This design comes from an exercise in tuning for small area and a short achievable clock period on the open sky130 flow, not from production work.

== nickel ==
==> flow/design.v <==
module CS(clk, reset, X, Y);
	input clk, reset;
	input [7:0] X;
	output [9:0] Y;
	reg [7:0] X9;                    
	reg rq;                          
	reg [7:0] P1, P2, P3, P4, P5, P6, P7, P8;
	reg [10:0] T;                    
	reg [3:0] cnt;                   
	reg [9:0] Y;
	wire [9:0] Yn;                   
	always @(negedge clk) begin
		X9 <= X;
		rq <= reset;
	end
	wire [7:0] sub = (cnt[3] ? P1 : 8'd0);
	wire [10:0] Tn;
	wire [11:0] S;
	wire [10:0] Ta;
	radd #(11) u_s(T, {3'b000, X9}, 1'b0, S[10:0], S[11]);
	wire tc;
	radd #(11) u_t(S[10:0], {3'b111, ~sub}, 1'b1, Tn, tc);
	always @(posedge clk) begin
		P1 <= P2; P2 <= P3; P3 <= P4; P4 <= P5;
		P5 <= P6; P6 <= P7; P7 <= P8; P8 <= X9;
		if (rq) begin
			T <= 11'd0;
			cnt <= 4'd0;
		end else begin
			T <= Tn;
			if (cnt != 4'd9)
				cnt <= cnt + 4'd1;
		end
		Y <= Yn;
	end
	wire [5:0] s1 = S[11:6];
	wire [6:0] v;
	radd #(6) u_v(s1, S[5:0], 1'b0, v[5:0], v[6]);
	reg [3:0] q2;
	always @(*) begin
		if (v >= 7'd90) q2 = 4'd10;
		else if (v >= 7'd81) q2 = 4'd9;
		else if (v >= 7'd72) q2 = 4'd8;
		else if (v >= 7'd63) q2 = 4'd7;
		else if (v >= 7'd54) q2 = 4'd6;
		else if (v >= 7'd45) q2 = 4'd5;
		else if (v >= 7'd36) q2 = 4'd4;
		else if (v >= 7'd27) q2 = 4'd3;
		else if (v >= 7'd18) q2 = 4'd2;
		else if (v >= 7'd9) q2 = 4'd1;
		else q2 = 4'd0;
	end
	wire [6:0] dq;                   
	wire dqc;
	radd #(6) u_dq({2'b00, q2}, ~s1, 1'b1, dq[5:0], dqc);
	assign dq[6] = ~dqc;
	wire [7:0] avg;
	wire ac;
	assign avg[2:0] = dq[2:0];
	radd #(5) u_avg(s1[4:0], {dq[6], dq[6:3]}, 1'b0, avg[7:3], ac);
	wire [8:0] le;
	cmple u_c1(P1, avg, le[0]);
	cmple u_c2(P2, avg, le[1]);
	cmple u_c3(P3, avg, le[2]);
	cmple u_c4(P4, avg, le[3]);
	cmple u_c5(P5, avg, le[4]);
	cmple u_c6(P6, avg, le[5]);
	cmple u_c7(P7, avg, le[6]);
	cmple u_c8(P8, avg, le[7]);
	cmple u_c9(X9, avg, le[8]);
	wire [71:0] w = {X9, P8, P7, P6, P5, P4, P3, P2, P1};
	reg [8:0] c, hh, x1, x0, bh, bl;
	reg [7:0] appr;
	reg ah_, al_;
	integer i, m;
	always @(*) begin
		c = le;
		for (m = 3; m >= 0; m = m - 1) begin
			for (i = 0; i < 9; i = i + 1) begin
				bh[i] = w[8*i + 2*m + 1];
				bl[i] = w[8*i + 2*m];
			end
			hh = c & bh;
			ah_ = |hh;
			x1 = hh & bl;
			x0 = c & bl;
			al_ = ah_ ? |x1 : |x0;
			appr[2*m+1] = ah_;
			appr[2*m] = al_;
			c = ah_ ? (al_ ? x1 : hh) : (al_ ? x0 : c);
		end
	end
	wire [4:0] ah = appr[7:3];
	wire [2:0] al = appr[2:0];
	wire [9:0] W;
	wire [9:0] W1;                    
	wire w1c, wc;
	radd #(9) u_w1(S[11:3], {4'b0000, ah}, 1'b0, W1[8:0], w1c);
	assign W1[9] = w1c;
	radd #(7) u_w(W1[9:3], {2'b00, ah}, 1'b0, W[9:3], wc);
	assign W[2:0] = W1[2:0];
	wire [2:0] cbs;
	wire cb;
	radd #(3) u_cb(S[2:0], al, 1'b0, cbs, cb);
	wire [2:0] L;
	wire lc;
	radd #(3) u_l(W[2:0], al, cb, L, lc);
	wire [6:0] Winc = W[9:3] + 7'd1;
	assign Yn = {lc ? Winc : W[9:3], L};
endmodule
module radd #(parameter W = 8) (a, b, ci, s, co);
	input [W-1:0] a, b;
	input ci;
	output [W-1:0] s;
	output co;
	wire [W:0] c;
	assign c[0] = ci;
	genvar i;
	generate for (i = 0; i < W; i = i + 1) begin : f
		assign s[i] = a[i] ^ b[i] ^ c[i];
		assign c[i+1] = (a[i] & b[i]) | (a[i] & c[i]) | (b[i] & c[i]);
	end endgenerate
	assign co = c[W];
endmodule
module cmple(x, y, le);
	input [7:0] x, y;
	output le;
	wire [8:0] br;
	assign br[0] = 1'b0;
	genvar k;
	generate for (k = 0; k < 8; k = k + 1) begin : h
		assign br[k+1] = (~y[k] & x[k]) | (~y[k] & br[k]) | (x[k] & br[k]);
	end endgenerate
	assign le = ~br[8];
endmodule
==> flow/config.mk <==
export PLATFORM = sky130hd
export DESIGN_NAME = CS
export DESIGN_NICKNAME = CS
export VERILOG_FILES = /design/flow/design.v
export SDC_FILE = /design/flow/constraint.sdc
export NUM_CORES = 4
export LEC_CHECK = 0
export CAP_MARGIN = 20
export CORE_MARGIN = 2
export CORE_UTILIZATION = 40
export SLEW_MARGIN = 20
==> flow/constraint.sdc <==
create_clock -name core_clock -period 70.0 [get_ports {clk}]
set_input_delay 14.0000 -clock core_clock [delete_from_list [all_inputs] [get_ports {clk}]]
set_output_delay 14.0000 -clock core_clock [all_outputs]
set_load 0.01 [all_outputs]
standard.sh (not shown) runs the stock make flow with config.mk's settings and CLKGATE_MAP_FILE= SYNTH_SCRIPT=/design/flow/synth_recipe.tcl, a recipe that flattens the netlist after the stock synthesis.
==> flow/flow/run.sh <==
#!/bin/bash
# Own flow: the standard layout (standard.sh) with these changes:
# - synthesis maps the logic with an area-oriented ABC script (flow/area.abc)
#   and does not extract full/half adder cells; registers are mapped exactly
#   as in the standard synthesis (flow/synth.tcl);
# - ports are buffered with buf_1 and the clock tree uses clkbuf_4/clkbuf_8.
set -euo pipefail
here=$(pwd)
export OWN_ABC_SCRIPT=$here/flow/area.abc
bash standard.sh SYNTH_SCRIPT=$here/flow/synth.tcl ADDER_MAP_FILE= BUFFER_PORTS_ARGS="-buffer_cell sky130_fd_sc_hd__buf_1" CTS_BUF_LIST="sky130_fd_sc_hd__clkbuf_4 sky130_fd_sc_hd__clkbuf_8"  finish > $here/flow_make.log 2>&1
==> flow/flow/area.abc <==
strash
ifraig
resub -K 8 -N 2
refactor -z
rewrite -z
dch -f
amap
topo
==> flow/flow/synth.tcl <==
# Standard synthesis (synth_recipe.tcl) with one change: ABC maps with an
# area-oriented script (flow/area.abc) instead of ORFS's own.
proc synth {args} { yosys synth -nofsm -noshare {*}$args }
proc abc {args} {
  set i [lsearch -exact $args -script]
  if {$i >= 0} { lset args [expr {$i + 1}] $::env(OWN_ABC_SCRIPT) }
  yosys abc {*}$args
}
source $::env(SCRIPTS_DIR)/synth.tcl
# left out here: clear keep_hierarchy, flatten, clean up, hide names made inside functions, write 1_2_yosys.v
diff inputs: nickel => tundra
diff --git a/flow/design.v b/flow/design.v
--- a/flow/design.v
+++ b/flow/design.v
@@ -50,14 +50,12 @@
 		else if (v >= 7'd9) q2 = 4'd1;
 		else q2 = 4'd0;
 	end
-	wire [6:0] dq;                   
-	wire dqc;
-	radd #(6) u_dq({2'b00, q2}, ~s1, 1'b1, dq[5:0], dqc);
-	assign dq[6] = ~dqc;
+	wire [7:0] s7;                   
+	wire s7c;
+	radd #(8) u_s7({s1[4:0], 3'b000}, {2'b11, ~s1}, 1'b1, s7, s7c);
 	wire [7:0] avg;
 	wire ac;
-	assign avg[2:0] = dq[2:0];
-	radd #(5) u_avg(s1[4:0], {dq[6], dq[6:3]}, 1'b0, avg[7:3], ac);
+	radd #(8) u_avg(s7, {4'b0000, q2}, 1'b0, avg, ac);
 	wire [8:0] le;
 	cmple u_c1(P1, avg, le[0]);
 	cmple u_c2(P2, avg, le[1]);
@@ -68,28 +66,24 @@
 	cmple u_c7(P7, avg, le[6]);
 	cmple u_c8(P8, avg, le[7]);
 	cmple u_c9(X9, avg, le[8]);
-	wire [71:0] w = {X9, P8, P7, P6, P5, P4, P3, P2, P1};
-	reg [8:0] c, hh, x1, x0, bh, bl;
-	reg [7:0] appr;
-	reg ah_, al_;
-	integer i, m;
-	always @(*) begin
-		c = le;
-		for (m = 3; m >= 0; m = m - 1) begin
-			for (i = 0; i < 9; i = i + 1) begin
-				bh[i] = w[8*i + 2*m + 1];
-				bl[i] = w[8*i + 2*m];
-			end
-			hh = c & bh;
-			ah_ = |hh;
-			x1 = hh & bl;
-			x0 = c & bl;
-			al_ = ah_ ? |x1 : |x0;
-			appr[2*m+1] = ah_;
-			appr[2*m] = al_;
-			c = ah_ ? (al_ ? x1 : hh) : (al_ ? x0 : c);
-		end
-	end
+	wire [8:0] b7 = {X9[7], P8[7], P7[7], P6[7], P5[7], P4[7], P3[7], P2[7], P1[7]};
+	wire [8:0] b6 = {X9[6], P8[6], P7[6], P6[6], P5[6], P4[6], P3[6], P2[6], P1[6]};
+	wire [8:0] b5 = {X9[5], P8[5], P7[5], P6[5], P5[5], P4[5], P3[5], P2[5], P1[5]};
+	wire [8:0] b4 = {X9[4], P8[4], P7[4], P6[4], P5[4], P4[4], P3[4], P2[4], P1[4]};
+	wire [8:0] b3 = {X9[3], P8[3], P7[3], P6[3], P5[3], P4[3], P3[3], P2[3], P1[3]};
+	wire [8:0] b2 = {X9[2], P8[2], P7[2], P6[2], P5[2], P4[2], P3[2], P2[2], P1[2]};
+	wire [8:0] b1 = {X9[1], P8[1], P7[1], P6[1], P5[1], P4[1], P3[1], P2[1], P1[1]};
+	wire [8:0] b0 = {X9[0], P8[0], P7[0], P6[0], P5[0], P4[0], P3[0], P2[0], P1[0]};
+	wire [8:0] c7 = le;
+	wire a7 = |(c7 & b7); wire [8:0] c6 = c7 & (b7 | {9{~a7}});
+	wire a6 = |(c6 & b6); wire [8:0] c5 = c6 & (b6 | {9{~a6}});
+	wire a5 = |(c5 & b5); wire [8:0] c4 = c5 & (b5 | {9{~a5}});
+	wire a4 = |(c4 & b4); wire [8:0] c3 = c4 & (b4 | {9{~a4}});
+	wire a3 = |(c3 & b3); wire [8:0] c2 = c3 & (b3 | {9{~a3}});
+	wire a2 = |(c2 & b2); wire [8:0] c1 = c2 & (b2 | {9{~a2}});
+	wire a1 = |(c1 & b1); wire [8:0] c0 = c1 & (b1 | {9{~a1}});
+	wire a0 = |(c0 & b0);
+	wire [7:0] appr = {a7, a6, a5, a4, a3, a2, a1, a0};
 	wire [4:0] ah = appr[7:3];
 	wire [2:0] al = appr[2:0];
 	wire [9:0] W;
--- outcome ---
- When the final numbers for tundra and nickel were put side by side, the signed area change from the synthesized netlist to the final layout turned out to be smaller in tundra.
- Relative to nickel, the die outline width of tundra is lower by about 1.4%.
- tundra: clock-cell share of area 0.38 points below nickel
- The setup slack after layout in tundra sits 2450 ps below the value recorded for nickel.
- Full die area is higher on nickel
- tundra vs. nickel: global-route wire length before repair decreased 10%; number of clock-tree buffers in the layout lower.
No run of this note included a check of the RTL's function; only the layout flow was run.
